What follows belongs to an exercise in optimizing a design on an open flow for a short achievable clock period and few clock cycles; a production flow would make more cautious choices. Function was checked by simulation only, so behaviour that the tests miss may differ from the original.

<file path="design/flow/design.v">
module PC_plus_4(
input logic [31:0] i_pc,
output logic [31:0] o_pc_next
);
assign o_pc_next = i_pc + 4;
endmodule 
module alu(
  input logic  [31:0] i_operand_a,
  input logic  [31:0] i_operand_b,
  input logic  [3:0]  i_alu_op, 
  output logic [31:0] o_alu_data
);
  localparam [3:0]OP_ADD  = 4'b0000,
					   OP_SUB  = 4'b0001,
					   OP_SLL  = 4'b0010,
					   OP_SLT  = 4'b0011,
					   OP_SLTU = 4'b0100,
					   OP_XOR  = 4'b0101,
					   OP_SRL  = 4'b0110,
					   OP_SRA  = 4'b0111,
					   OP_OR   = 4'b1000,
					   OP_AND  = 4'b1001,
					   OP_OPB  = 4'b1010;
  logic [32:0]temp, stage1, stage2, stage3, stage4;
  assign temp = {1'b0, i_operand_a} + ~{1'b0, i_operand_b} + 32'b1;
  always_comb begin: proc_alu
    stage1 = 32'b0;
    stage2 = 32'b0;
    stage3 = 32'b0;
    stage4 = 32'b0;
    case(i_alu_op)
      OP_ADD: o_alu_data = i_operand_a + i_operand_b;
      OP_SUB: o_alu_data = temp[31:0];	
      OP_XOR: o_alu_data = i_operand_a ^ i_operand_b;
      OP_OR : o_alu_data = i_operand_a | i_operand_b;
      OP_AND: o_alu_data = i_operand_a & i_operand_b;
      OP_SLT: begin  
	     if(i_operand_a[31] ^ i_operand_b[31] == 1'b0) o_alu_data = {31'b0,temp[31]};
	     else o_alu_data = {31'b0,i_operand_a[31]};
      end
      OP_SLTU: o_alu_data = {31'b0,temp[32]};
      OP_SLL: begin
        stage1     = i_operand_b[0] ? {i_operand_a[30:0], 1'b0} : i_operand_a[31:0];
	     stage2     = i_operand_b[1] ? {stage1[29:0]    , 2'b0}  : stage1[31:0];
	     stage3     = i_operand_b[2] ? {stage2[27:0]    , 4'b0}  : stage2[31:0];
	     stage4     = i_operand_b[3] ? {stage3[23:0]    , 8'b0}  : stage3[31:0];
	     o_alu_data = i_operand_b[4] ? {stage4[15:0]    , 16'b0} : stage4[31:0];
      end
      OP_SRL: begin
        stage1     = i_operand_b[0] ? {1'b0 , i_operand_a[31:1]}: i_operand_a[31:0];
	     stage2     = i_operand_b[1] ? {2'b0 , stage1[31:2]}     : stage1[31:0];
	     stage3     = i_operand_b[2] ? {4'b0 , stage2[31:4]}     : stage2[31:0];
	     stage4     = i_operand_b[3] ? {8'b0 , stage3[31:8]}     : stage3[31:0];
	     o_alu_data = i_operand_b[4] ? {16'b0, stage4[31:16]}    : stage4[31:0];
      end
      OP_SRA: begin
        stage1     = i_operand_b[0] ? {i_operand_a[31] , i_operand_a[31:1]} : i_operand_a[31:0];
	     stage2     = i_operand_b[1] ? {{2{stage1[31]}} , stage1[31:2]}      : stage1[31:0];
	     stage3     = i_operand_b[2] ? {{4{stage2[31]}} , stage2[31:4]}      : stage2[31:0];
	     stage4     = i_operand_b[3] ? {{8{stage3[31]}}, stage3[31:8]}       : stage3[31:0];
	     o_alu_data = i_operand_b[4] ? {{16{stage4[31]}}, stage4[31:16]}     : stage4[31:0];
      end
      OP_OPB: o_alu_data = i_operand_b;
      default o_alu_data = 32'b0;
    endcase
  end
endmodule 
module brc(
	input logic i_br_un,  
	input logic [31:0] i_rs1_data, i_rs2_data,
	output logic o_br_less, o_br_equal
);
	logic [32:0]sub;
	assign sub = {1'b0, i_rs1_data} + ~{1'b0, i_rs2_data} + 32'b1;
  always_comb begin
		o_br_equal = (i_rs1_data == i_rs2_data);
		if(i_br_un == 0) begin
			if(i_rs1_data[31] ^ i_rs2_data[31] == 1'b0) o_br_less = sub[31];
			else o_br_less = i_rs1_data[31];
		end else o_br_less = sub[32];
	end
endmodule 
module brc_taken_n_forwarding(
	input  logic [31:0] i_inst,
	input  logic 		  i_br_less,
	input  logic  		  i_br_equal,
	output logic		  brc_taken
);
	localparam [4:0]	B_TYPE = 5'b11000,
							JAL    = 5'b11011,
							JALR   = 5'b11001;
	localparam [2:0]	BEQ  = 3'b000,
							BNE  = 3'b001,
							BLT  = 3'b100,
							BGE  = 3'b101,
							BLTU = 3'b110,
							BGEU = 3'b111;
	localparam 			pc_four     = 1'b0,
							pc_plus_imm = 1'b1;
	always_comb begin: proc_decoder_o_pc
		if(i_inst[6:2] == B_TYPE) begin  
			case(i_inst[14:12])  
				BEQ  : brc_taken   = i_br_equal;
				BNE  : brc_taken   = ~i_br_equal;
				BLT  : brc_taken   = i_br_less;
				BGE  : brc_taken   = ~i_br_less;
				BLTU : brc_taken   = i_br_less;
				BGEU : brc_taken   = ~i_br_less;
				default: brc_taken   = pc_four;
			endcase
		end else if((i_inst[6:2] == JAL) || (i_inst[6:2] == JALR)) brc_taken = pc_plus_imm;
		else brc_taken = pc_four;
	end		  
endmodule 
module control_unit_pipeline	(
	input logic  [31:0] i_inst,
	output logic 		  o_rd_wren, o_insn_vld, o_br_un, o_opa_sel, o_opb_sel, o_mem_wren, o_mem_rden,  
	output logic		  o_rs1_en, o_rs2_en,
	output logic [3:0]  o_alu_op,
	output logic [1:0]  o_wb_sel
);
localparam R_TYPE = 5'b01100,
			  I_TYPE = 5'b00100,
			  I_LOAD = 5'b00000,
			  S_TYPE = 5'b01000,
			  B_TYPE = 5'b11000,
			  JAL    = 5'b11011,
			  JALR   = 5'b11001,
			  AUIPC  = 5'b00101,
			  LUI    = 5'b01101;
localparam [3:0]OP_ADD  = 4'b0000,
					 OP_SUB  = 4'b0001,
					 OP_SLL  = 4'b0010,
					 OP_SLT  = 4'b0011,
					 OP_SLTU = 4'b0100,
					 OP_XOR  = 4'b0101,
					 OP_SRL  = 4'b0110,
					 OP_SRA  = 4'b0111,
					 OP_OR   = 4'b1000,
					 OP_AND  = 4'b1001,
					 OP_OPB  = 4'b1010;
localparam [2:0]ADD  = 3'b000, 
					 SLL  = 3'b001,
					 SLT  = 3'b010,
					 SLTU = 3'b011,
					 XOR  = 3'b100,
					 SRL  = 3'b101, 
					 OR   = 3'b110,
					 AND  = 3'b111;
localparam [2:0]BEQ  = 3'b000,
					 BNE  = 3'b001,
					 BLT  = 3'b100,
					 BGE  = 3'b101,
					 BLTU = 3'b110,
					 BGEU = 3'b111;
localparam [2:0]SB   = 3'b000,
					 SH   = 3'b001,
					 SW	= 3'b010;
localparam [2:0]LB   = 3'b000,
					 LH   = 3'b001,
					 LW	= 3'b010,
					 LBU  = 3'b100,
					 LHU  = 3'b101;
localparam rs1_sel     = 1'b0;
localparam pc_sel      = 1'b1;
localparam rs2_sel     = 1'b0;
localparam imm_sel     = 1'b1;
localparam unvalid     = 1'b0;
localparam valid       = 1'b1;
localparam rd_unwr     = 1'b0,
			  rd_wr       = 1'b1;
localparam wb_pc_four  = 2'b00,
			  wb_alu_data = 2'b01,
			  wb_lsu_data = 2'b10;
localparam br_unsign   = 1'b1,
			  br_sign     = 1'b0;
always_comb begin: proc_control
 case(i_inst[6:2])  
  R_TYPE: begin 
	o_rs1_en	  = valid;
	o_rs2_en	  = valid;
	o_rd_wren  = rd_wr; 
	o_insn_vld = valid;
	o_br_un    = br_unsign;
	o_opa_sel  = rs1_sel;
	o_opb_sel  = rs2_sel; 
	case(i_inst[14:12])  
	 ADD : o_alu_op = (i_inst[30]) ? OP_SUB:OP_ADD;  
	 SLL : o_alu_op = OP_SLL;
	 SLT : o_alu_op = OP_SLT;
	 SLTU: o_alu_op = OP_SLTU;
	 XOR : o_alu_op = OP_XOR;
	 SRL : o_alu_op = (i_inst[30]) ? OP_SRA:OP_SRL;  
	 OR  : o_alu_op = OP_OR;
	 AND : o_alu_op = OP_AND;
	endcase
	o_mem_wren = unvalid;
	o_mem_rden = unvalid;
	o_wb_sel   = wb_alu_data;
  end
  I_TYPE: begin
	o_rs1_en	  = valid;
	o_rs2_en	  = unvalid;	
	o_rd_wren  = rd_wr;
   o_insn_vld = valid;
	o_br_un    = br_unsign;
	o_opa_sel  = rs1_sel;
	o_opb_sel  = imm_sel;
	case(i_inst[14:12])  
	 ADD : o_alu_op = OP_ADD;
	 SLL : o_alu_op = OP_SLL;
	 SLT : o_alu_op = OP_SLT;
	 SLTU: o_alu_op = OP_SLTU;
	 XOR : o_alu_op = OP_XOR;
	 SRL : o_alu_op = (i_inst[30]) ? OP_SRA:OP_SRL;  
	 OR  : o_alu_op = OP_OR;
	 AND : o_alu_op = OP_AND;
	endcase
	o_mem_wren = unvalid;
	o_mem_rden = unvalid;
	o_wb_sel   = wb_alu_data;
  end
  I_LOAD: begin 
	o_rs1_en	  = valid;
	o_rs2_en	  = unvalid;
	o_rd_wren  = rd_wr;
	o_insn_vld = ((i_inst[14:12] == LB)||(i_inst[14:12] == LH)||(i_inst[14:12] == LW)||(i_inst[14:12] == LBU)||(i_inst[14:12] == LHU)) ? valid:unvalid;
	o_br_un    = br_unsign;
	o_opa_sel  = rs1_sel;
	o_opb_sel  = imm_sel;
	o_alu_op   = OP_ADD;
	o_mem_wren = unvalid;
	o_mem_rden = valid;
	o_wb_sel   = wb_lsu_data;
  end
  S_TYPE: begin
	o_rs1_en	  = valid;
	o_rs2_en	  = valid;
	o_rd_wren  = rd_unwr;
	o_insn_vld = ((i_inst[14:12] == SB)||(i_inst[14:12] == SH)||(i_inst[14:12] == SW)) ? valid:unvalid;
	o_br_un    = br_unsign;
	o_opa_sel  = rs1_sel;
	o_opb_sel  = imm_sel;
	o_alu_op   = OP_ADD;
	o_mem_wren = valid;
	o_mem_rden = unvalid;
	o_wb_sel   = wb_lsu_data;
  end
  B_TYPE: begin
   o_rs1_en	  = valid;
	o_rs2_en	  = valid;
	o_rd_wren  = rd_unwr;
	o_opa_sel  = pc_sel;
	o_opb_sel  = imm_sel;
	o_alu_op   = OP_ADD;
	o_wb_sel   = wb_alu_data;
	o_mem_wren = unvalid;
	o_mem_rden = unvalid;
	case(i_inst[14:12])  
	 BEQ  : begin
	  o_insn_vld = valid;
	  o_br_un    = br_sign;
	 end
	 BNE  : begin
	  o_insn_vld = valid;
	  o_br_un    = br_sign;
	 end
	 BLT  : begin
	  o_insn_vld = valid;
	  o_br_un    = br_sign;
	 end
	 BGE  : begin
	  o_insn_vld = valid;
	  o_br_un    = br_sign;
	 end
	 BLTU : begin
	  o_insn_vld = valid;
	  o_br_un    = br_unsign;
	 end
	 BGEU : begin
	  o_insn_vld = valid;
	  o_br_un    = br_unsign;
	 end
	 default: begin
	  o_insn_vld = unvalid;
	  o_br_un    = br_unsign;
	 end
	endcase
  end
  JAL: begin 
	o_rs1_en	  = unvalid;
	o_rs2_en	  = unvalid;
	o_rd_wren  = rd_wr; 
	o_insn_vld = valid;
	o_br_un    = br_unsign;
	o_opa_sel  = pc_sel;  
	o_opb_sel  = imm_sel;
	o_alu_op   = OP_ADD;
	o_mem_wren = unvalid;
	o_mem_rden = unvalid;
	o_wb_sel   = wb_pc_four;
  end
  JALR: begin
	o_rs1_en	  = valid;
	o_rs2_en	  = unvalid;
	o_rd_wren  = rd_wr; 
	o_insn_vld = valid;
	o_br_un    = br_unsign;
	o_opa_sel  = rs1_sel;
	o_opb_sel  = imm_sel;
	o_alu_op   = OP_ADD;
	o_mem_wren = unvalid;
	o_mem_rden = unvalid;
	o_wb_sel   = wb_pc_four;
  end
  AUIPC: begin 
	o_rs1_en	  = unvalid;
	o_rs2_en	  = unvalid;
	o_rd_wren  = rd_wr; 
	o_insn_vld = valid;
	o_br_un    = br_unsign;
	o_opa_sel  = pc_sel;
	o_opb_sel  = imm_sel;
	o_alu_op   = OP_ADD;
	o_mem_wren = unvalid;
	o_mem_rden = unvalid;
	o_wb_sel   = wb_alu_data;
  end
  LUI: begin
	o_rs1_en	  = unvalid;
	o_rs2_en	  = unvalid;
	o_rd_wren  = rd_wr; 
	o_insn_vld = valid;
	o_br_un    = br_unsign;
	o_opa_sel  = rs1_sel;
	o_opb_sel  = imm_sel;
	o_alu_op   = OP_OPB;
	o_mem_wren = unvalid;
	o_mem_rden = unvalid;
	o_wb_sel   = wb_alu_data;
  end
  default: begin
	o_rs1_en	  = unvalid;
	o_rs2_en	  = unvalid;
	o_rd_wren  = rd_unwr;
   o_insn_vld = unvalid;
	o_br_un    = br_unsign;
	o_opa_sel  = rs1_sel;
	o_opb_sel  = rs2_sel;
	o_alu_op   = OP_ADD;
	o_mem_wren = unvalid;
	o_mem_rden = unvalid;
	o_wb_sel   = wb_alu_data;
  end
 endcase
end
endmodule 
module forwarding_unit(
	input logic  [31:0] i_ID_inst,
	input logic  [31:0] i_EX_inst,
	input logic  [31:0] i_MEM_inst,
	input logic			  i_MEM_rd_wren,
	input logic  [31:0] i_WB_inst,
	input logic			  i_WB_rd_wren,
	output logic		o_forward_rs1_sel,
	output logic		o_forward_rs2_sel,
	output logic [1:0]  o_forward_a_sel,
	output logic [1:0]  o_forward_b_sel
);	
	localparam [1:0] no_forward  = 2'b00,
						  mem_forward = 2'b10,
						  wb_forward  = 2'b01;
	localparam regfile_forward 		= 1'b1,
			   regfile_non_forward 	= 1'b0;
	logic [4:0] ID_rs1_addr, ID_rs2_addr, EX_rs1_addr, EX_rs2_addr, MEM_rd_addr, WB_rd_addr;
	assign ID_rs1_addr = i_ID_inst[19:15];
	assign ID_rs2_addr = i_ID_inst[24:20];	
	assign EX_rs1_addr = i_EX_inst[19:15];
	assign EX_rs2_addr = i_EX_inst[24:20];
	assign MEM_rd_addr = i_MEM_inst[11:7];
	assign WB_rd_addr	 = i_WB_inst[11:7];
	always_comb begin: proc_forward_detect
		if(i_WB_rd_wren & (WB_rd_addr != 5'b0) & (WB_rd_addr == ID_rs1_addr)) o_forward_rs1_sel = regfile_forward;
		else o_forward_rs1_sel = regfile_non_forward;
 		if(i_WB_rd_wren & (WB_rd_addr != 5'b0) & (WB_rd_addr == ID_rs2_addr)) o_forward_rs2_sel = regfile_forward;
		else o_forward_rs2_sel = regfile_non_forward;
		if(i_MEM_rd_wren & (MEM_rd_addr != 5'b0) & (MEM_rd_addr == EX_rs1_addr)) 		o_forward_a_sel = mem_forward;
		else if (i_WB_rd_wren & (WB_rd_addr != 5'b0) & (WB_rd_addr == EX_rs1_addr))	o_forward_a_sel = wb_forward;
		else o_forward_a_sel = no_forward;
		if(i_MEM_rd_wren & (MEM_rd_addr != 5'b0) & (MEM_rd_addr == EX_rs2_addr)) 		o_forward_b_sel = mem_forward;
		else if (i_WB_rd_wren & (WB_rd_addr != 5'b0) & (WB_rd_addr == EX_rs2_addr))	o_forward_b_sel = wb_forward;
		else o_forward_b_sel = no_forward;		
	end
endmodule 
module hazard_detect(
	input logic  [31:0] i_EX_inst,    
	input logic			  i_EX_rd_wren,
	input logic  [31:0] i_ID_inst,
	input logic			  i_rs1_en,		 
	input logic			  i_rs2_en,		 
	input logic	 [31:0]	i_WB_inst,
	input logic	 		i_WB_rd_wren,
	output logic 		  o_pc_en,
	output logic		  o_IF_ID_stall,
	output logic		  o_ID_EX_flush
);
	logic [4:0] ID_rs1_addr, ID_rs2_addr, EX_rd_addr, WB_rd_addr;
	logic [6:0] EX_opcode;
	assign ID_rs1_addr = i_ID_inst[19:15];
	assign ID_rs2_addr = i_ID_inst[24:20];
	assign EX_opcode   = i_EX_inst[6:0];
	assign EX_rd_addr  = i_EX_inst[11:7];
	assign WB_rd_addr  = i_WB_inst[11:7];
	logic load_hazard, wb_hazard;
	assign load_hazard = (EX_opcode == 7'h3) && (EX_rd_addr != 5'b0) && ((EX_rd_addr == ID_rs1_addr) || (EX_rd_addr == ID_rs2_addr));
	always_comb begin: proc_stall_flush
 if(load_hazard) begin
			o_pc_en 				= 1'b0;
			o_IF_ID_stall		= 1'b1;
			o_ID_EX_flush		= 1'b1;
		end else begin
			o_pc_en 				= 1'b1;
			o_IF_ID_stall		= 1'b0;
			o_ID_EX_flush		= 1'b0;
		end
	end
endmodule 
module immgen(
input logic [31:0] i_inst,
output logic [31:0] o_imm);
localparam  
	   I_TYPE = 5'b00100,
	   I_LOAD = 5'b00000,
	   S_TYPE = 5'b01000,
	   B_TYPE = 5'b11000,
	   JAL    = 5'b11011,
	   JALR   = 5'b11001,
	   AUIPC  = 5'b00101,
	   LUI    = 5'b01101;
always_comb begin: proc_imm_gen
 case(i_inst[6:2])
  I_TYPE: o_imm = {{21{i_inst[31]}}, i_inst[30:20]};
  I_LOAD: o_imm = {{21{i_inst[31]}}, i_inst[30:20]};
  JALR  : o_imm = {{21{i_inst[31]}}, i_inst[30:20]};
  S_TYPE: o_imm = {{21{i_inst[31]}}, i_inst[30:25], i_inst[11:7]};
  B_TYPE: o_imm = {{20{i_inst[31]}}, i_inst[7], i_inst[30:25], i_inst[11:8],1'b0};
  JAL   : o_imm = {{12{i_inst[31]}}, i_inst[19:12], i_inst[20], i_inst[30:21],1'b0};
  LUI   : o_imm = {i_inst[31:12], 12'b0};
  AUIPC : o_imm = {i_inst[31:12], 12'b0};
  default: o_imm = 32'b0;
 endcase
end
endmodule
module mux2_1(
  input logic sel,
  input logic [31:0] i_data_0, i_data_1,
  output logic [31:0] o_data
);
  assign o_data = (sel)?i_data_1:i_data_0;
endmodule
module mux4_1(
  input logic [1:0] sel,
  input logic [31:0] i_data_0, i_data_1, i_data_2, i_data_3,
  output logic [31:0] o_data
);
  always_comb begin: proc_mux4_1
    case(sel)
      2'h0: o_data = i_data_0;
      2'h1: o_data = i_data_1;
      2'h2: o_data = i_data_2;
      2'h3: o_data = i_data_3;
    endcase
  end
endmodule
module pc(
  input logic i_clk, i_rst_n, i_en_pc,
  input logic [31:0] i_pc_next,
  output logic [31:0] o_pc
);
  logic [31:0] next_pc, present_pc;
  always_comb begin: proc_en_pc
    next_pc = i_en_pc ? i_pc_next : present_pc; 
  end
  always_ff @(posedge i_clk or negedge i_rst_n) begin: proc_pc
    if(i_rst_n == 0) present_pc <= 32'b0;
    else  present_pc <= next_pc;
end
  assign o_pc = present_pc;
endmodule 
module regfile(
  input logic i_clk, i_rst_n, i_rd_wren,  
  input logic [4:0]i_rs1_addr, i_rs2_addr, i_rd_addr,  
  input logic [31:0]i_rd_data,
  output logic [31:0]o_rs1_data, o_rs2_data
);
  logic [31:0][31:0] registers;
  always_ff @(posedge i_clk or negedge i_rst_n) begin: proc_registers_update
    if(i_rst_n == 1'b0) registers <= '0;
    else if(i_rd_wren && i_rd_addr != 5'd0) registers[i_rd_addr] <= i_rd_data;
  end
  assign o_rs1_data = (i_rs1_addr != 5'd0) ? registers[i_rs1_addr] : 32'b0;
  assign o_rs2_data = (i_rs2_addr != 5'd0) ? registers[i_rs2_addr] : 32'b0;
endmodule
	module input_buffer(
  input  logic [2:0]  i_control,  
  input  logic [7:0]  i_in_buf_addr,
  input  logic [31:0] i_io_sw, 
  input  logic [3:0]  i_io_btn,
  output logic [31:0] o_in_buf_data
);
  parameter I_BUF_SIZE = 32;
  logic [7:0] in_buffer [I_BUF_SIZE - 1:0];
  localparam [7:0] sw_addr  = 8'h00,
						 btn_addr = 8'h10,
						 end_addr = 8'h1F;
  localparam [2:0] LB   = 3'b000,
					    LH   = 3'b001,
					    LW   = 3'b010,
					    LBU  = 3'b100,
					    LHU  = 3'b101;
  logic [7:0] addr_even;
  logic [7:0] temp [3:0];
  assign in_buffer[sw_addr]     = i_io_sw[7:0];
  assign in_buffer[sw_addr + 1] = i_io_sw[15:8];
  assign in_buffer[sw_addr + 2] = i_io_sw[23:16];
  assign in_buffer[sw_addr + 3] = i_io_sw[31:24];
  assign in_buffer[btn_addr]    = {4'h0, i_io_btn};
  genvar g;
  generate
    for (g = 0; g < I_BUF_SIZE; g++) begin: gen_unused
      if (g > 3 && g != btn_addr) begin: gen_zero
        assign in_buffer[g] = 8'h00;
      end
    end
  endgenerate
  assign addr_even = i_in_buf_addr & 8'hFE;
  always_comb begin: proc_check_out_data
    if(addr_even <= end_addr)     temp[0] = in_buffer[addr_even];
	 else temp[0] = 8'h00;
	 if(addr_even + 1 <= end_addr) temp[1] = in_buffer[addr_even + 1];
	 else temp[1] = 8'h00;
	 if(addr_even + 2 <= end_addr) temp[2] = in_buffer[addr_even + 2];
	 else temp[2] = 8'h00;
	 if(addr_even + 3 <= end_addr) temp[3] = in_buffer[addr_even + 3];
	 else temp[3] = 8'h00;
  end
  always_comb begin: proc_select_out_data
    case(i_control)
	   LB : begin
		  if(i_in_buf_addr <= end_addr) o_in_buf_data = {{24{in_buffer[i_in_buf_addr][7]}}, in_buffer[i_in_buf_addr]};
		  else o_in_buf_data = 32'h0;
		end
		LH : o_in_buf_data = {{16{temp[1][7]}}, temp[1], temp[0]};
		LW : o_in_buf_data = {temp[3], temp[2], temp[1], temp[0]};
		LBU: begin
		  if(i_in_buf_addr <= end_addr) o_in_buf_data = {24'h0, in_buffer[i_in_buf_addr]};
		  else o_in_buf_data = 32'h0;
		end
		LHU: o_in_buf_data = {16'h0, temp[1], temp[0]};
		default: o_in_buf_data = 32'h0;
	 endcase 
  end
endmodule 
module output_buffer(
  input  logic        i_clk,
  input  logic        i_rst_n, 
  input  logic [15:0] i_out_buf_addr, 
  input  logic [31:0] i_out_buf_data,  
  input  logic        i_lsu_wren, 
  input  logic [2:0]  i_control,  
  output logic [31:0] o_out_buf_data,  
  output logic [31:0] o_io_ledr,     
  output logic [31:0] o_io_ledg,     
  output logic [6:0]  o_io_hex0,     
  output logic [6:0]  o_io_hex1,     
  output logic [6:0]  o_io_hex2,     
  output logic [6:0]  o_io_hex3,     
  output logic [6:0]  o_io_hex4,     
  output logic [6:0]  o_io_hex5,     
  output logic [6:0]  o_io_hex6,     
  output logic [6:0]  o_io_hex7,    
  output logic [31:0] o_io_lcd
);
  parameter O_BUF_SIZE = 64;
  logic [7:0] out_buffer [O_BUF_SIZE - 1:0];
  logic [7:0] temp [3:0];
  localparam [2:0] LB   = 3'b000,
					    LH   = 3'b001,
					    LW   = 3'b010,
					    LBU  = 3'b100,
					    LHU  = 3'b101;
  localparam [15:0] red_addr   = 8'h00,
						  green_addr = 8'h10,
						  hex0_addr  = 8'h20,
						  hex1_addr  = 8'h21,
						  hex2_addr  = 8'h22,
						  hex3_addr  = 8'h23,
						  hex4_addr  = 8'h24,
						  hex5_addr  = 8'h25,
						  hex6_addr  = 8'h26,
						  hex7_addr  = 8'h27,
						  lcd_addr   = 8'h30,
						  end_addr   = 8'h3F;
  logic [7:0] addr_even;
  logic o_buf_sel;
  assign addr_even = i_out_buf_addr[7:0] & 8'hFE;
  assign o_buf_sel = (i_out_buf_addr[15:8] == 8'h70);
  always_ff @(posedge i_clk) begin: proc_write_out_buffer
    if(~i_rst_n) begin
	   out_buffer[red_addr]      <= 8'b0;
		out_buffer[red_addr + 1]  <= 8'b0;
		out_buffer[red_addr + 2]  <= 8'b0;
		out_buffer[green_addr]    <= 8'b0;
		out_buffer[hex0_addr]     <= 8'b0; 
		out_buffer[hex1_addr]     <= 8'b0;
		out_buffer[hex2_addr]     <= 8'b0;
		out_buffer[hex3_addr]     <= 8'b0;
		out_buffer[hex4_addr]     <= 8'b0;
		out_buffer[hex5_addr]     <= 8'b0;
		out_buffer[hex6_addr]     <= 8'b0;
		out_buffer[hex7_addr]     <= 8'b0;
	 end else if(i_lsu_wren && o_buf_sel) begin
	   case(i_control[1:0])
		  2'b00: if(i_out_buf_addr[7:0] <= end_addr) out_buffer[i_out_buf_addr[7:0]] = i_out_buf_data[7:0];
		  2'b01: begin
		    if(addr_even <= end_addr)     out_buffer[addr_even]     = i_out_buf_data[7:0];
			 if(addr_even <= end_addr + 1) out_buffer[addr_even + 1] = i_out_buf_data[15:8];
		  end
		  2'b10: begin
		    if(addr_even <= end_addr)     out_buffer[addr_even]     = i_out_buf_data[7:0];
			 if(addr_even <= end_addr + 1) out_buffer[addr_even + 1] = i_out_buf_data[15:8];
			 if(addr_even <= end_addr + 2) out_buffer[addr_even + 2] = i_out_buf_data[23:16];
			 if(addr_even <= end_addr + 3) out_buffer[addr_even + 3] = i_out_buf_data[31:24];
		  end
		endcase
	 end
  end
  always_comb begin: proc_check_out_data
    if(addr_even <= end_addr)     temp[0] = out_buffer[addr_even];
	 else temp[0] = 8'h00;
	 if(addr_even + 1 <= end_addr) temp[1] = out_buffer[addr_even + 1];
	 else temp[1] = 8'h00;
	 if(addr_even + 2 <= end_addr) temp[2] = out_buffer[addr_even + 2];
	 else temp[2] = 8'h00;
	 if(addr_even + 3 <= end_addr) temp[3] = out_buffer[addr_even + 3];
	 else temp[3] = 8'h00;
  end
  always_comb begin: proc_select_out_data
    case(i_control)
	   LB : begin
		  if(i_out_buf_addr[7:0] <= end_addr) o_out_buf_data = {{24{out_buffer[i_out_buf_addr[7:0]][7]}}, out_buffer[i_out_buf_addr[7:0]]};
		  else o_out_buf_data = 32'h0;
		end
		LH : o_out_buf_data = {{16{temp[1][7]}}, temp[1], temp[0]};
		LW : o_out_buf_data = {temp[3], temp[2], temp[1], temp[0]};
	   LBU: begin
		  if(i_out_buf_addr[7:0] <= end_addr) o_out_buf_data = {24'h0, out_buffer[i_out_buf_addr[7:0]]};
		  else o_out_buf_data = 32'h0;
		end
		LHU: o_out_buf_data = {16'h0, temp[1], temp[0]};
		default: o_out_buf_data = 32'h0;
	 endcase
  end
  assign o_io_ledr = {out_buffer[red_addr + 3]  , out_buffer[red_addr + 2]  , out_buffer[red_addr + 1]   , out_buffer[red_addr]};
  assign o_io_ledg = {out_buffer[green_addr + 3], out_buffer[green_addr + 2], out_buffer[green_addr  + 1], out_buffer[green_addr]};
  assign o_io_hex0 = out_buffer[hex0_addr][6:0];
  assign o_io_hex1 = out_buffer[hex1_addr][6:0];
  assign o_io_hex2 = out_buffer[hex2_addr][6:0];
  assign o_io_hex3 = out_buffer[hex3_addr][6:0];
  assign o_io_hex4 = out_buffer[hex4_addr][6:0];
  assign o_io_hex5 = out_buffer[hex5_addr][6:0];
  assign o_io_hex6 = out_buffer[hex6_addr][6:0];
  assign o_io_hex7 = out_buffer[hex7_addr][6:0];
  assign o_io_lcd  = {out_buffer[lcd_addr + 3], out_buffer[lcd_addr + 2], out_buffer[lcd_addr + 1], out_buffer[lcd_addr]};
endmodule 
module lsu(
  input  logic        i_clk,
  input  logic        i_rst_n,
  input  logic [31:0] i_lsu_addr,   
  input  logic [31:0] i_st_data,    
  input  logic        i_lsu_wren,
  input  logic [2:0]  i_control,  
  output logic [31:0] o_ld_data,    
  output logic [31:0] o_io_ledr,     
  output logic [31:0] o_io_ledg,     
  output logic [6:0]  o_io_hex0,     
  output logic [6:0]  o_io_hex1,     
  output logic [6:0]  o_io_hex2,     
  output logic [6:0]  o_io_hex3,     
  output logic [6:0]  o_io_hex4,     
  output logic [6:0]  o_io_hex5,     
  output logic [6:0]  o_io_hex6,     
  output logic [6:0]  o_io_hex7,    
  output logic [31:0] o_io_lcd,      
  input  logic [31:0] i_io_sw,    
  input  logic [3:0]  i_io_btn,
  output logic [15:0] o_dmem_addr,
  output logic [31:0] o_dmem_wdata,
  output logic        o_dmem_wren,
  output logic [2:0]  o_dmem_ctrl,
  input  logic [31:0] i_dmem_rdata
);
  logic [31:0] in_buf_data, out_buft_data, o_dmem_data ;
  always_comb begin: proc_mux_ld_data
    if(i_lsu_addr[15:8] == 8'h78) o_ld_data = in_buf_data;
	 else if (i_lsu_addr[15:8] == 8'h70) o_ld_data = out_buft_data;
	 else if ((i_lsu_addr[15:12] == 4'h2) || (i_lsu_addr[15:12] == 4'h3)) o_ld_data = o_dmem_data;
	 else o_ld_data = 32'h0;
  end
  input_buffer i_buf_mem(
  .i_control(i_control),
  .i_in_buf_addr(i_lsu_addr[7:0]),
  .i_io_sw(i_io_sw), 
  .i_io_btn(i_io_btn),
  .o_in_buf_data(in_buf_data)
  );
  output_buffer o_buf_mem(
  .i_clk(i_clk),
  .i_rst_n(i_rst_n), 
  .i_out_buf_addr(i_lsu_addr[15:0]),    
  .i_out_buf_data(i_st_data),    
  .i_lsu_wren(i_lsu_wren),
  .i_control(i_control),  
  .o_out_buf_data(out_buft_data),    
  .o_io_ledr(o_io_ledr),     
  .o_io_ledg(o_io_ledg),     
  .o_io_hex0(o_io_hex0),     
  .o_io_hex1(o_io_hex1),     
  .o_io_hex2(o_io_hex2),     
  .o_io_hex3(o_io_hex3),     
  .o_io_hex4(o_io_hex4),     
  .o_io_hex5(o_io_hex5),     
  .o_io_hex6(o_io_hex6),     
  .o_io_hex7(o_io_hex7),    
  .o_io_lcd(o_io_lcd)
);
  assign o_dmem_addr  = i_lsu_addr[15:0];
  assign o_dmem_wdata = i_st_data;
  assign o_dmem_wren  = i_lsu_wren;
  assign o_dmem_ctrl  = i_control;
  assign o_dmem_data  = i_dmem_rdata;
endmodule
module IF_ID(
	input logic 		  i_clk,
	input logic			  i_rst_n,
	input logic			  i_flush,
	input logic			  i_stall,
	input logic			  i_IF_mispred,
	input logic  [31:0] i_IF_pc_four,
	input logic  [31:0] i_IF_pc,
	input logic  [31:0] i_IF_inst,
	output logic		  o_ID_mispred,
	output logic [31:0] o_ID_pc_four,
	output logic [31:0] o_ID_pc,
	output logic [31:0] o_ID_inst
);
	always_ff @(posedge i_clk or negedge i_rst_n) begin: proc_IF_to_ID
		if(~i_rst_n) begin
			o_ID_pc_four <= 32'b0;
			o_ID_pc		 <= 32'b0;
			o_ID_inst	 <= 32'b0;
			o_ID_mispred <= 1'b0;
		end else if((~i_stall) & i_flush) begin
			o_ID_pc_four <= 32'b0;
			o_ID_pc		 <= 32'b0;
			o_ID_inst	 <= 32'b0;
			o_ID_mispred <= 1'b0;
		end else if(~i_stall) begin
			o_ID_pc_four <= i_IF_pc_four;
			o_ID_pc		 <= i_IF_pc;
			o_ID_inst	 <= i_IF_inst;
			o_ID_mispred <= i_IF_mispred;
		end
	end
endmodule 
module ID_EX(
	input logic 		  i_clk,
	input logic			  i_rst_n,
	input logic			  i_flush,
	input logic  [31:0] i_ID_pc_four,
	input logic  [31:0] i_ID_pc,	
	input logic  [31:0] i_ID_inst,	 
	input logic			  i_ID_mispred,
	output logic [31:0] o_EX_pc_four,
	output logic [31:0] o_EX_pc,  
	output logic [31:0] o_EX_inst,	 
	output logic		  o_EX_mispred,
	input logic	 [31:0] i_ID_imm_data,
	output logic [31:0] o_EX_imm_data,
	input logic  [31:0] i_ID_rs1_data,
	input logic  [31:0] i_ID_rs2_data,
	output logic [31:0] o_EX_rs1_data,
	output logic [31:0] o_EX_rs2_data,
	input logic  		  i_ID_rd_wren, 	 
	input logic			  i_ID_opa_sel,
	input logic			  i_ID_opb_sel,
	input logic			  i_ID_mem_wren,	 
	input logic  [3:0]  i_ID_alu_op,
	input logic			  i_ID_br_un,
	input logic  [1:0]  i_ID_wb_sel,
	input logic			  i_ID_insn_vld,
	output logic		  o_EX_rd_wren, 	 
	output logic		  o_EX_opa_sel,
	output logic		  o_EX_opb_sel,
	output logic		  o_EX_mem_wren,	 
	output logic [3:0]  o_EX_alu_op,
	output logic		  o_EX_br_un,
	output logic [1:0]  o_EX_wb_sel,
	output logic		  o_EX_insn_vld
);
	always_ff @(posedge i_clk or negedge i_rst_n) begin: proc_ID_to_EX
		if(~i_rst_n) begin
			o_EX_insn_vld	<= 1'b0;
			o_EX_pc_four	<= 32'b0;
			o_EX_pc			<= 32'b0;
			o_EX_inst		<= 32'b0;
			o_EX_mispred	<= 1'b0;
			o_EX_imm_data	<= 32'b0;
			o_EX_rs1_data	<= 32'b0;
			o_EX_rs2_data	<= 32'b0;
			o_EX_rd_wren	<= 1'b0;
			o_EX_opa_sel	<= 1'b0;
			o_EX_opb_sel	<= 1'b0;
			o_EX_mem_wren	<= 1'b0;
			o_EX_alu_op		<= 4'b0;
			o_EX_br_un		<= 1'b0;
			o_EX_wb_sel		<= 2'b10;
		end else if(i_flush) begin
			o_EX_insn_vld	<= 1'b0;
			o_EX_pc_four	<= 32'b0;
			o_EX_pc			<= 32'b0;
			o_EX_inst		<= 32'b0;
			o_EX_mispred	<= 1'b1;
			o_EX_imm_data	<= 32'b0;
			o_EX_rs1_data	<= 32'b0;
			o_EX_rs2_data	<= 32'b0;
			o_EX_rd_wren	<= 1'b0;
			o_EX_opa_sel	<= 1'b0;
			o_EX_opb_sel	<= 1'b0;
			o_EX_mem_wren	<= 1'b0;
			o_EX_alu_op		<= 4'b0;
			o_EX_br_un		<= 1'b0;
			o_EX_wb_sel		<= 2'b10;
		end else begin
			o_EX_insn_vld	<= i_ID_insn_vld;
			o_EX_pc_four	<= i_ID_pc_four;
			o_EX_pc			<= i_ID_pc;
			o_EX_inst		<= i_ID_inst;
			o_EX_mispred	<= i_ID_mispred;
			o_EX_imm_data	<= i_ID_imm_data;
			o_EX_rs1_data	<= i_ID_rs1_data;
			o_EX_rs2_data	<= i_ID_rs2_data;
			o_EX_rd_wren	<= i_ID_rd_wren;
			o_EX_opa_sel	<= i_ID_opa_sel;
			o_EX_opb_sel	<= i_ID_opb_sel;
			o_EX_mem_wren	<= i_ID_mem_wren;
			o_EX_alu_op		<= i_ID_alu_op;
			o_EX_br_un		<= i_ID_br_un;
			o_EX_wb_sel		<= i_ID_wb_sel;
		end
	end
endmodule 
module EX_MEM(
	input logic 		  i_clk,
	input logic 		  i_rst_n,
	input logic  [31:0] i_EX_pc,			 
	input logic  [31:0] i_EX_pc_four,	 
	input logic  [31:0] i_EX_inst,		 
	input logic			  i_EX_mispred,
	output logic [31:0] o_MEM_pc,
	output logic [31:0] o_MEM_pc_four,
	output logic [31:0] o_MEM_inst,
	output logic		  o_MEM_mispred,
	input logic  [31:0] i_EX_alu_data,	 
	input logic  [31:0] i_EX_rs2_data,	 
	output logic [31:0] o_MEM_alu_data,	
	output logic [31:0] o_MEM_rs2_data,	
	input logic 		  i_EX_mem_wren,
	input logic 		  i_EX_rd_wren,
	input logic  [1:0]  i_EX_wb_sel,
	input logic			  i_EX_insn_vld,
	output logic 		  o_MEM_mem_wren,
	output logic 		  o_MEM_rd_wren,
	output logic [1:0]  o_MEM_wb_sel,
	output logic		  o_MEM_insn_vld
);
	always_ff @(posedge i_clk or negedge i_rst_n) begin: proc_EX_MEM
		if(~i_rst_n) begin
			o_MEM_pc			<= 32'b0;
			o_MEM_pc_four	<= 32'b0;
			o_MEM_inst		<= 32'b0;
			o_MEM_mispred	<= 1'b0;
			o_MEM_alu_data	<= 32'b0;
			o_MEM_rs2_data	<= 32'b0;
			o_MEM_mem_wren	<= 1'b0;
			o_MEM_rd_wren	<= 1'b0;
			o_MEM_wb_sel	<= 2'b01;
			o_MEM_insn_vld <= 1'b0;
		end else begin
			o_MEM_pc			<= i_EX_pc;
			o_MEM_pc_four	<= i_EX_pc_four;
			o_MEM_inst		<= i_EX_inst;
			o_MEM_mispred	<= i_EX_mispred;
			o_MEM_alu_data	<= i_EX_alu_data;
			o_MEM_rs2_data	<= i_EX_rs2_data;
			o_MEM_mem_wren	<= i_EX_mem_wren;
			o_MEM_rd_wren	<= i_EX_rd_wren;
			o_MEM_wb_sel	<= i_EX_wb_sel;
			o_MEM_insn_vld <= i_EX_insn_vld;
		end
	end
endmodule 
module MEM_WB (
	input  logic 		  i_clk,
	input  logic 		  i_rst_n,
	input logic  [31:0] i_MEM_pc,			 
	input logic  [31:0] i_MEM_pc_four,	 
	input logic  [31:0] i_MEM_inst,		 
	input logic			  i_MEM_mispred,
	output logic [31:0] o_WB_pc,
	output logic [31:0] o_WB_pc_four,
	output logic [31:0] o_WB_inst,
	output logic		  o_WB_mispred,
	input logic  [31:0] i_MEM_alu_data,
	input logic  [31:0] i_MEM_ld_data,
	output logic [31:0] o_WB_alu_data,
	output logic [31:0] o_WB_ld_data,
	input logic 		  i_MEM_rd_wren,
	input logic  [1:0]  i_MEM_wb_sel,
	input logic			  i_MEM_insn_vld,
	output logic 		  o_WB_rd_wren,
	output logic [1:0]  o_WB_wb_sel,
	output logic		  o_WB_insn_vld
);
	always_ff @(posedge i_clk or negedge i_rst_n) begin: proc_MEM_WB
		if(~i_rst_n) begin
			o_WB_pc			<= 32'b0;
			o_WB_pc_four	<= 32'b0;
			o_WB_inst		<= 32'b0;
			o_WB_mispred	<= 1'b0;
			o_WB_alu_data	<= 32'b0;
			o_WB_ld_data	<= 32'b0;
			o_WB_wb_sel		<= 2'b01;
			o_WB_rd_wren	<= 1'b0;
			o_WB_insn_vld	<= 1'b0;
		end else begin
			o_WB_pc			<= i_MEM_pc;
			o_WB_pc_four	<= i_MEM_pc_four;
			o_WB_inst		<= i_MEM_inst;
			o_WB_mispred	<= i_MEM_mispred;
			o_WB_alu_data	<= i_MEM_alu_data;
			o_WB_ld_data	<= i_MEM_ld_data;
			o_WB_wb_sel		<= i_MEM_wb_sel;
			o_WB_rd_wren	<= i_MEM_rd_wren;
			o_WB_insn_vld	<= i_MEM_insn_vld;
		end
	end
endmodule 
module pipelined(
  input  logic 		 i_clk, i_rst_n,
  input  logic [3:0]  i_io_btn,
  input  logic [31:0] i_io_sw,
  output logic 		 o_insn_vld,
  output logic [31:0] o_pc_debug, o_io_ledr, o_io_ledg, o_io_lcd,
  output logic [6:0]  o_io_hex0, o_io_hex1, o_io_hex2, o_io_hex3, o_io_hex4, o_io_hex5, o_io_hex6, o_io_hex7,
  output logic [31:0] o_imem_addr,
  input  logic [31:0] i_imem_data,
  output logic [15:0] o_dmem_addr,
  output logic [31:0] o_dmem_wdata,
  output logic        o_dmem_wren,
  output logic [2:0]  o_dmem_ctrl,
  input  logic [31:0] i_dmem_rdata
);
	wire [31:0] pc, pc_next, pc_four;
	wire		brc_taken;	
	logic		IF_mispred;
	wire [31:0] alu_data;
	wire [31:0] instruction;
	wire [31:0]	ID_pc_four, ID_pc, ID_inst;
	wire		ID_mispred;
	wire 		rd_wren, insn_vld, br_un, opa_sel, opb_sel, mem_wren, rs1_en, rs2_en;
	wire [1:0]  wb_sel;
	wire [3:0]  alu_op;
	wire [4:0]  rs1_addr, rs2_addr, rd_addr;
	wire [31:0] rs1_data, rs2_data, wb_data;
	assign rs1_addr = ID_inst[19:15];
	assign rs2_addr = ID_inst[24:20];
	wire [31:0] immgen_data;
	wire 			EX_mispred, EX_insn_vld;
	wire [31:0]	EX_pc, EX_pc_four, EX_inst;
	wire [31:0]	EX_imm_data, EX_rs1_data, EX_rs2_data;
	wire			EX_rd_wren, EX_opa_sel, EX_opb_sel, EX_mem_wren, EX_br_un;
	wire [1:0]	EX_wb_sel;
	wire [3:0]	EX_alu_op;
	wire		br_less, br_equal;
	wire [31:0] operand_a;
	wire [31:0] operand_b;
	wire			MEM_mispred, MEM_insn_vld, MEM_mem_wren, MEM_rd_wren;
	wire [31:0] MEM_pc, MEM_pc_four, MEM_inst;
	wire [31:0]	MEM_alu_data, MEM_forward_b_data;
	wire [1:0]	MEM_wb_sel;
	wire [31:0] ld_data;
	wire [2:0]  MEM_func3;
	assign MEM_func3 = MEM_inst[14:12];
	wire		WB_mispred, WB_insn_vld, WB_rd_wren;
	wire [31:0]	WB_pc, WB_pc_four, WB_inst;
	wire [31:0] WB_alu_data, WB_ld_data;
	wire [1:0]	WB_wb_sel;
	wire		pc_hazard_en, ID_IF_hazard_stall, ID_EX_hazard_flush, ID_EX_flush;
	assign ID_EX_flush = ID_EX_hazard_flush | brc_taken;
	wire [1:0]	forward_a_sel, forward_b_sel; 
	wire [31:0]	forward_a_data, forward_b_data; 
	wire 		forward_rs1_sel, forward_rs2_sel;
	wire [31:0] forward_rs1_data, forward_rs2_data;
	assign IF_mispred = 1'b1;
	pc PC(
	.i_clk(i_clk),
	.i_rst_n(i_rst_n),
	.i_en_pc(pc_hazard_en),
	.i_pc_next(pc_next),
	.o_pc(pc)
	);
	PC_plus_4 PC_four(
	.i_pc(pc),
	.o_pc_next(pc_four)
	);
	mux2_1 PC_select(
	.sel(brc_taken),
	.i_data_0(pc_four),
	.i_data_1(alu_data),
	.o_data(pc_next)
	);
	assign o_imem_addr = pc;
	assign instruction = i_imem_data;
	IF_ID IF_ID_m(
	.i_clk(i_clk),
	.i_rst_n(i_rst_n),
	.i_flush(brc_taken),
	.i_stall(ID_IF_hazard_stall),
	.i_IF_mispred(IF_mispred),
	.i_IF_pc_four(pc_four),
	.i_IF_pc(pc),
	.i_IF_inst(instruction),
	.o_ID_mispred(ID_mispred),
	.o_ID_pc_four(ID_pc_four),
	.o_ID_pc(ID_pc),
	.o_ID_inst(ID_inst)
	);
	control_unit_pipeline ctrl(
	.i_inst(ID_inst),
	.o_rd_wren(rd_wren),
	.o_insn_vld(insn_vld),
	.o_br_un(br_un),
	.o_opa_sel(opa_sel),
	.o_opb_sel(opb_sel),
	.o_mem_wren(mem_wren),
	.o_mem_rden(),
	.o_rs1_en(rs1_en), 
	.o_rs2_en(rs2_en),
	.o_alu_op(alu_op),
	.o_wb_sel(wb_sel)
	);
	regfile reg_file(
	.i_clk(i_clk),
	.i_rst_n(i_rst_n),
	.i_rd_wren(WB_rd_wren),
	.i_rs1_addr(rs1_addr),
	.i_rs2_addr(rs2_addr),
	.i_rd_addr(rd_addr),
	.i_rd_data(wb_data),
	.o_rs1_data(rs1_data), 
	.o_rs2_data(rs2_data)  
	);
	mux2_1 forward_rs1(
	.sel(forward_rs1_sel),
	.i_data_0(rs1_data),
	.i_data_1(wb_data),
	.o_data(forward_rs1_data)
	);
	mux2_1 forward_rs2(
	.sel(forward_rs2_sel),
	.i_data_0(rs2_data),
	.i_data_1(wb_data),
	.o_data(forward_rs2_data)
	);
	immgen immediate(
	.i_inst(ID_inst),
	.o_imm(immgen_data)
	);
	ID_EX ID_EX_m(
	.i_clk(i_clk),
	.i_rst_n(i_rst_n),
	.i_flush(ID_EX_flush),
	.i_ID_pc_four(ID_pc_four),
	.i_ID_pc(ID_pc),	
	.i_ID_inst(ID_inst),	 
	.i_ID_mispred(ID_mispred),
	.o_EX_pc_four(EX_pc_four),
	.o_EX_pc(EX_pc),  
	.o_EX_inst(EX_inst),	 
	.o_EX_mispred(EX_mispred),
	.i_ID_imm_data(immgen_data),
	.o_EX_imm_data(EX_imm_data),
	.i_ID_rs1_data(forward_rs1_data),
	.i_ID_rs2_data(forward_rs2_data),
	.o_EX_rs1_data(EX_rs1_data),
	.o_EX_rs2_data(EX_rs2_data),
	.i_ID_rd_wren(rd_wren), 	 
	.i_ID_opa_sel(opa_sel),
	.i_ID_opb_sel(opb_sel),
	.i_ID_mem_wren(mem_wren),	 
	.i_ID_alu_op(alu_op),
	.i_ID_br_un(br_un),
	.i_ID_wb_sel(wb_sel),
	.i_ID_insn_vld(insn_vld & (|ID_inst)),
	.o_EX_rd_wren(EX_rd_wren), 	 
	.o_EX_opa_sel(EX_opa_sel),
	.o_EX_opb_sel(EX_opb_sel),
	.o_EX_mem_wren(EX_mem_wren),	 
	.o_EX_alu_op(EX_alu_op),
	.o_EX_br_un(EX_br_un),
	.o_EX_wb_sel(EX_wb_sel),
	.o_EX_insn_vld(EX_insn_vld)
	);
	mux4_1 forward_a(
	.sel(forward_a_sel),
	.i_data_0(EX_rs1_data),
	.i_data_1(wb_data),
	.i_data_2(MEM_alu_data),
	.i_data_3(32'b0),
	.o_data(forward_a_data)
	);
	mux4_1 forward_b(
	.sel(forward_b_sel),
	.i_data_0(EX_rs2_data),
	.i_data_1(wb_data),
	.i_data_2(MEM_alu_data),
	.i_data_3(32'b0),
	.o_data(forward_b_data)
	);
	brc branch(
	.i_br_un(EX_br_un),
	.i_rs1_data(forward_a_data),
	.i_rs2_data(forward_b_data),
	.o_br_less(br_less),
	.o_br_equal(br_equal)
	);
	brc_taken_n_forwarding brc_taken_unit(
	.i_inst(EX_inst),
	.i_br_less(br_less),
	.i_br_equal(br_equal),
	.brc_taken(brc_taken)  
	);
	mux2_1 OPA_sel(
	.sel(EX_opa_sel),
	.i_data_0(forward_a_data),
	.i_data_1(EX_pc),
	.o_data(operand_a)
	);
	mux2_1 OPB_sel(
	.sel(EX_opb_sel),
	.i_data_0(forward_b_data),
	.i_data_1(EX_imm_data),
	.o_data(operand_b)
	);
	alu arith_logic(
	.i_operand_a(operand_a),
	.i_operand_b(operand_b),
	.i_alu_op(EX_alu_op),
	.o_alu_data(alu_data)
	);
	EX_MEM EX_MEM_m(
	.i_clk(i_clk),
	.i_rst_n(i_rst_n),
	.i_EX_pc(EX_pc),			 
	.i_EX_pc_four(EX_pc_four),	 
	.i_EX_inst(EX_inst),		 
	.i_EX_mispred(EX_mispred),
	.o_MEM_pc(MEM_pc),
	.o_MEM_pc_four(MEM_pc_four),
	.o_MEM_inst(MEM_inst),
	.o_MEM_mispred(MEM_mispred),
	.i_EX_alu_data(alu_data),	 
	.i_EX_rs2_data(forward_b_data),	 
	.o_MEM_alu_data(MEM_alu_data),	
	.o_MEM_rs2_data(MEM_forward_b_data),	
	.i_EX_mem_wren(EX_mem_wren),
	.i_EX_rd_wren(EX_rd_wren),
	.i_EX_wb_sel(EX_wb_sel),
	.i_EX_insn_vld(EX_insn_vld),
	.o_MEM_mem_wren(MEM_mem_wren),
	.o_MEM_rd_wren(MEM_rd_wren),
	.o_MEM_wb_sel(MEM_wb_sel),
	.o_MEM_insn_vld(MEM_insn_vld)
);
	lsu load_store_unit(
	.i_clk(i_clk),
	.i_rst_n(i_rst_n),
	.i_lsu_addr(MEM_alu_data),
	.i_st_data(MEM_forward_b_data),
	.i_lsu_wren(MEM_mem_wren),
	.i_control(MEM_func3),
	.o_ld_data(ld_data),
	.o_io_ledr(o_io_ledr),
	.o_io_ledg(o_io_ledg),
	.o_io_hex0(o_io_hex0),
	.o_io_hex1(o_io_hex1),
	.o_io_hex2(o_io_hex2),
	.o_io_hex3(o_io_hex3),
	.o_io_hex4(o_io_hex4),
	.o_io_hex5(o_io_hex5),
	.o_io_hex6(o_io_hex6),
	.o_io_hex7(o_io_hex7),
	.o_io_lcd (o_io_lcd),
	.i_io_sw  (i_io_sw),
	.i_io_btn (i_io_btn),
	.o_dmem_addr(o_dmem_addr),
	.o_dmem_wdata(o_dmem_wdata),
	.o_dmem_wren(o_dmem_wren),
	.o_dmem_ctrl(o_dmem_ctrl),
	.i_dmem_rdata(i_dmem_rdata)
	);
	MEM_WB MEM_WB_m(
	.i_clk(i_clk),
	.i_rst_n(i_rst_n),
	.i_MEM_pc(MEM_pc),			 
	.i_MEM_pc_four(MEM_pc_four),	 
	.i_MEM_inst(MEM_inst),		 
	.i_MEM_mispred(MEM_mispred),
	.o_WB_pc(WB_pc),
	.o_WB_pc_four(WB_pc_four),
	.o_WB_inst(WB_inst),
	.o_WB_mispred(WB_mispred),
	.i_MEM_alu_data(MEM_alu_data),
	.i_MEM_ld_data(ld_data),
	.o_WB_alu_data(WB_alu_data),
	.o_WB_ld_data(WB_ld_data),
	.i_MEM_rd_wren(MEM_rd_wren),
	.i_MEM_wb_sel(MEM_wb_sel),
	.i_MEM_insn_vld(MEM_insn_vld),
	.o_WB_rd_wren(WB_rd_wren),
	.o_WB_wb_sel(WB_wb_sel),
	.o_WB_insn_vld(WB_insn_vld)
	);
	mux4_1 WB_sel(
	.sel(WB_wb_sel),
	.i_data_0(WB_pc_four),
	.i_data_1(WB_alu_data),
	.i_data_2(WB_ld_data),
	.i_data_3(32'b0),
	.o_data(wb_data)
	);
	assign rd_addr  = WB_inst[11:7];
	hazard_detect hazard_detect_unit(
	.i_EX_inst(EX_inst),    
	.i_EX_rd_wren(EX_rd_wren),
	.i_ID_inst(ID_inst),
	.i_rs1_en(rs1_en),		 
	.i_rs2_en(rs2_en),		 
	.i_WB_inst(WB_inst),
	.i_WB_rd_wren(WB_rd_wren),
	.o_pc_en(pc_hazard_en),
	.o_IF_ID_stall(ID_IF_hazard_stall),
	.o_ID_EX_flush(ID_EX_hazard_flush)
	);
	forwarding_unit forwarding_unit_m(
	.i_ID_inst(ID_inst),
	.i_EX_inst(EX_inst),
	.i_MEM_inst(MEM_inst),
	.i_MEM_rd_wren(MEM_rd_wren),
	.i_WB_inst(WB_inst),
	.i_WB_rd_wren(WB_rd_wren),
	.o_forward_rs1_sel(forward_rs1_sel),
	.o_forward_rs2_sel(forward_rs2_sel),
	.o_forward_a_sel(forward_a_sel),
	.o_forward_b_sel(forward_b_sel)
	);	
	always_ff @(posedge i_clk) begin
		if(~i_rst_n) begin
			o_insn_vld <= 1'b0;
		end else begin
			o_insn_vld <= WB_insn_vld;
		end
		o_pc_debug 	<= WB_pc;
	end
endmodule 
</file>
<file path="design/flow/run.sh">
#!/bin/bash
# synth_recipe.tcl (not shown) runs the flow's synth.tcl, then flattens the netlist and writes it again
# the make line also repeats each setting of config.mk as NAME=value (left out here)
make -C /OpenROAD-flow-scripts/flow DESIGN_CONFIG=/design/flow/config.mk WORK_HOME=/design/flow/orfs CLKGATE_MAP_FILE= SYNTH_SCRIPT=/design/flow/synth_recipe.tcl finish
</file>
<file path="design/flow/config.mk">
export PLATFORM = sky130hd
export DESIGN_NAME = pipelined
export DESIGN_NICKNAME = pipelined
export VERILOG_FILES = /design/flow/design.v
export SDC_FILE = /design/flow/constraint.sdc
export NUM_CORES = 4
export LEC_CHECK = 0
export CAP_MARGIN = 20
export CORE_MARGIN = 2
export CORE_UTILIZATION = 40
export PLACE_DENSITY = 0.6
export SLEW_MARGIN = 20
</file>
<file path="design/flow/constraint.sdc">
create_clock -name core_clock -period 8.0 [get_ports {i_clk}]
set_input_delay 1.6000 -clock core_clock [delete_from_list [all_inputs] [get_ports {i_clk}]]
set_output_delay 1.6000 -clock core_clock [all_outputs]
set_load 0.01 [all_outputs]
</file>
==> impl_metrics.toml <==
[route]
vias = 106000
viasPerCell = 6.75
drt-total-wl_um = 599000
wl_per_cell_um = 38.2
drc = 0
drtAntennaViolNets = 0
drt-initial-drc-count = 16000
drtPass1Iterations = 9

[floorplan]
rows = 206
start_util_pct = 40.2
fp.dieArea_mm2 = 0.321
die_y_um = 566
die_x_um = 566
coreArea_mm2 = 0.315
ioPinCount = 371

[cts]
clk_path_buf_depth = 4
cts_tree = "yes"
cts-htree-levels = 4
cts_setup_buffers = 0
cts_root_buffer = "clkbuf_16"
cts_hold_buf = 0
cts_sinks = 2164
cts_resized = 0
numCtsBuffers = 240
clk_pin_slew_ps = 70
clock_latency_ps = 1000

[grt]
grt_pass1_vias = 101000
grt_overflow = 0
antenna_found_initial = 63
grt_pass1_wl_um = 828000
grt_max_degree = 175
grt.total_usage_pct = 36.6

[timing]
slew-limit-headroom_pct = 13.0
fin_crit_ps = 7560
fin_setup_tns_ps = 0
whs_ps = 311
setup_viol = 0
rsz0062_at_grt = "false"
report.final.slew_viol_count = 0
finalCritPeriodShare_pct = 94.5
fmax_mhz = 132
final-hold-violation-count = 0
fin_worst_skew_ps = 105
worstMarginPinSlew_ps = 1300

[synthesis]
synth_nets = 11700
synth_most_common_cell = "dfrtp_1"
yosysWarnings = 21
netlist_instances = 11400
synth_edf_count = 512
synthFlopType = "dfrtp_1"
ys_seq_elements = 2164
avgSynthCellArea_um2 = 11.1
yosysTopAreaCellShare_pct = 32.0
yosysTopAreaCell = "dfrtp_1"
ys_types = 117
async_reset_ff_share_pct = 74.8
synthTopCellsByCount = "dfrtp_1, nand2_1, o21ai_0"
syn_area_mm2 = 0.126
yosys-top-cells-area = "dfrtp_1, mux4_2, edfxtp_1"
yosysSeqAreaShare_pct = 44.7

[critical_path]
crit_path_end_kind = "flip-flop"
critPathMaxFanout = 72
critPathLaunchType = "flip-flop"
arrival_ps = 8350
path_cells = "inv_1 -> ha_1 -> nor3b_1 -> ha_1 -> nor2b_1 -> nand2_1 -> nor2_4 -> buf_4 -> nor2_1 -> o31ai_1 -> inv_1 -> ha_1 -> nand4_1 -> nor4_1 -> nand3_1 -> xnor2_1 -> a31oi_1 -> o21a_4 -> nand2_4 -> buf_12 -> a211oi_1"
cp_num_buf_inv = 4
crit_required_ps = 8790
cp_top_family = "simple AND/OR/NAND/NOR gates"
critical-path-max-stage-delay_ps = 770
critical_path.most_common_cell = "ha_1"
crit_type = "flip-flop to flip-flop"
critical-path-slowest-cell = "o31ai_1"

[power_and_ir_drop]
leakage_nw = 58.0
power_density_mw_per_mm2 = 362
peakVddDrop_v = 0.000226
p_total_mw = 51.9

[final_layout]
final_area_mm2 = 0.143
area_growth_pct = 13.4
fin_nets = 11500
drive_gt1_share_pct = 21.8

[place]
placed_cell_area_mm2 = 0.135
gp_congestion = 1.05
port_buffers = 370
hpwl_um = 417000

[run]
max_cap_violations = 0

[min_path]
hold_path.class = "flip-flop to flip-flop"

[status]
outcome = "finished clean"
logic make-up after synthesis:
logic type	after synthesis	synth area share (%)
AND/OR/NAND/NOR	2941	9.97
AO/OA/AOI/OAI	2905	13.9
flip-flops	2164	44.7
multiplexers	1778	24.7
buffers and inverters	1370	4.48
adder cells (fa/ha/maj)	147	1.47
XOR/XNOR	98	0.679
worst register-to-register path: cells and delay by family, from the launching register on:
kind	cells	cell delay, ps
fa+ha+maj	3	890
xor+xnor	1	240
flops	1	580
compound gates	4	1900
buf+inv	4	1000
simple gates	9	2760
final timing paths:
| check | cells after the start | to | slack [ps] | start |
|---|---|---|---|---|
| min | 0 | o_pc_debug[27] | 310 | MEM_WB_m.o_WB_pc[27] |
| max | 21 | ID_EX_m.o_EX_rs2_data[19] | 440 | MEM_WB_m.o_WB_inst[7] |
| min in group asynchronous | 1 | reg_file.registers[857] | 560 | i_rst_n |
| max in group asynchronous | 5 | EX_MEM_m.o_MEM_alu_data[3] | 3840 | i_rst_n |
| min reg2reg | 0 | o_pc_debug[27] | 310 | MEM_WB_m.o_WB_pc[27] |
| max reg2reg | 21 | ID_EX_m.o_EX_rs2_data[19] | 440 | MEM_WB_m.o_WB_inst[7] |
registers in the layout (all words and copies together), names as in the netlist, 4 cells and up:
register	cells
ID_EX_m.o_EX_pc_four	32
EX_MEM_m.o_MEM_alu_data	32
MEM_WB_m.o_WB_pc	32
IF_ID_m.o_ID_inst	32
EX_MEM_m.o_MEM_rs2_data	32
PC.present_pc	32
MEM_WB_m.o_WB_alu_data	32
load_store_unit.o_buf_mem.out_buffer	512
IF_ID_m.o_ID_pc_four	32
o_pc_debug	32
MEM_WB_m.o_WB_pc_four	30
reg_file.registers	1024
EX_MEM_m.o_MEM_pc_four	30
ID_EX_m.o_EX_imm_data	32
ID_EX_m.o_EX_inst	25
MEM_WB_m.o_WB_ld_data	32
ID_EX_m.o_EX_rs1_data	32
EX_MEM_m.o_MEM_pc	32
ID_EX_m.o_EX_rs2_data	32
ID_EX_m.o_EX_alu_op	4
IF_ID_m.o_ID_pc	30
EX_MEM_m.o_MEM_inst	8
ID_EX_m.o_EX_pc	30
MEM_WB_m.o_WB_inst	5
report_power, final:
part           total [mW]  internal [mW]  switching, mW
combinational        22.9           8.50           14.4
sequential           17.0           14.1           2.94
clock                12.0           6.96           4.99
cell usage in the layout (no fill, tap or decap), types with 57 or more instances in the layout:
cell type and n:
a221oi_1 57, edfxtp_1 512, mux4_2 1033, nor3_1 100, mux2_2 385, o31ai_1 61, a22oi_1 74, a211oi_1 119
o22ai_1 98, nand3_1 98, mux2i_1 355, o221ai_1 58, buf_4 446, dfrtp_1 1597, clkbuf_16 244, inv_1 144
a21oi_1 661, xnor2_1 67, o21ai_0 1273, nor2b_1 72, clkdlybuf4s50_1 369, nor2_1 691, nand2_1 1522, ha_1 144
o211ai_1 93, and3_1 139
final cells by class:
class	count	area, um^2
diodes	51	128
repair buffers	840	7510
inverters	158	601
fillers	28500	171000
clock buffers	328	6850
multi-input cells	7870	64900
well taps	4160	5200
clock inverters	114	1520
flip-flops and latches	2164	56600
per-layer routing:
layer  vias to the layer above  GRT usage [%]  wire length [um]
met5                         -              0               311
met4                        22           21.0             41700
met3                      1644           11.0             73700
met2                      7704           53.5            257000
met1                     54100           48.2            226000
li1                      42400              -                 -
metrics by stage:
step	util, %	worst slack (ps)	cells
CTS	45.5	563	15600
detailed placement	42.8	548	15200
global route	45.5	88.4	15600
global placement	42.8	757	15200
finish	45.6	440	15700
floorplan	-	2060	11400
Testbench counts, summed over its fixed seeds: cycles 45,490.

[static timing again, ports no longer ideal]
In the flow no input, the clock included, has a driving cell. The finished layout below was timed again as built, in two steps.
Step 1: set_driving_cell puts a clkbuf_16 on i_clk and a buf_2 on each other input, an assumption about the parent block.
Step 2 adds t to the input delays and takes it off the output delays; t is the mean of the earliest and latest rising clock arrival at the registers after step 1. Input paths then give back, and output paths get back, about the clock's delay inside the block.
a / b / c = no drivers / after step 1 / after step 2; a / b = the first two.
t, ns: 1.041
setup slack, ns: 0.440 / 0.440 / 0.440
worst setup path at the end: register to register
After both steps setup and hold are still met in this run. The setup slack of this run moves by 0.000 ns with the drivers and by 0.000 ns with both steps.
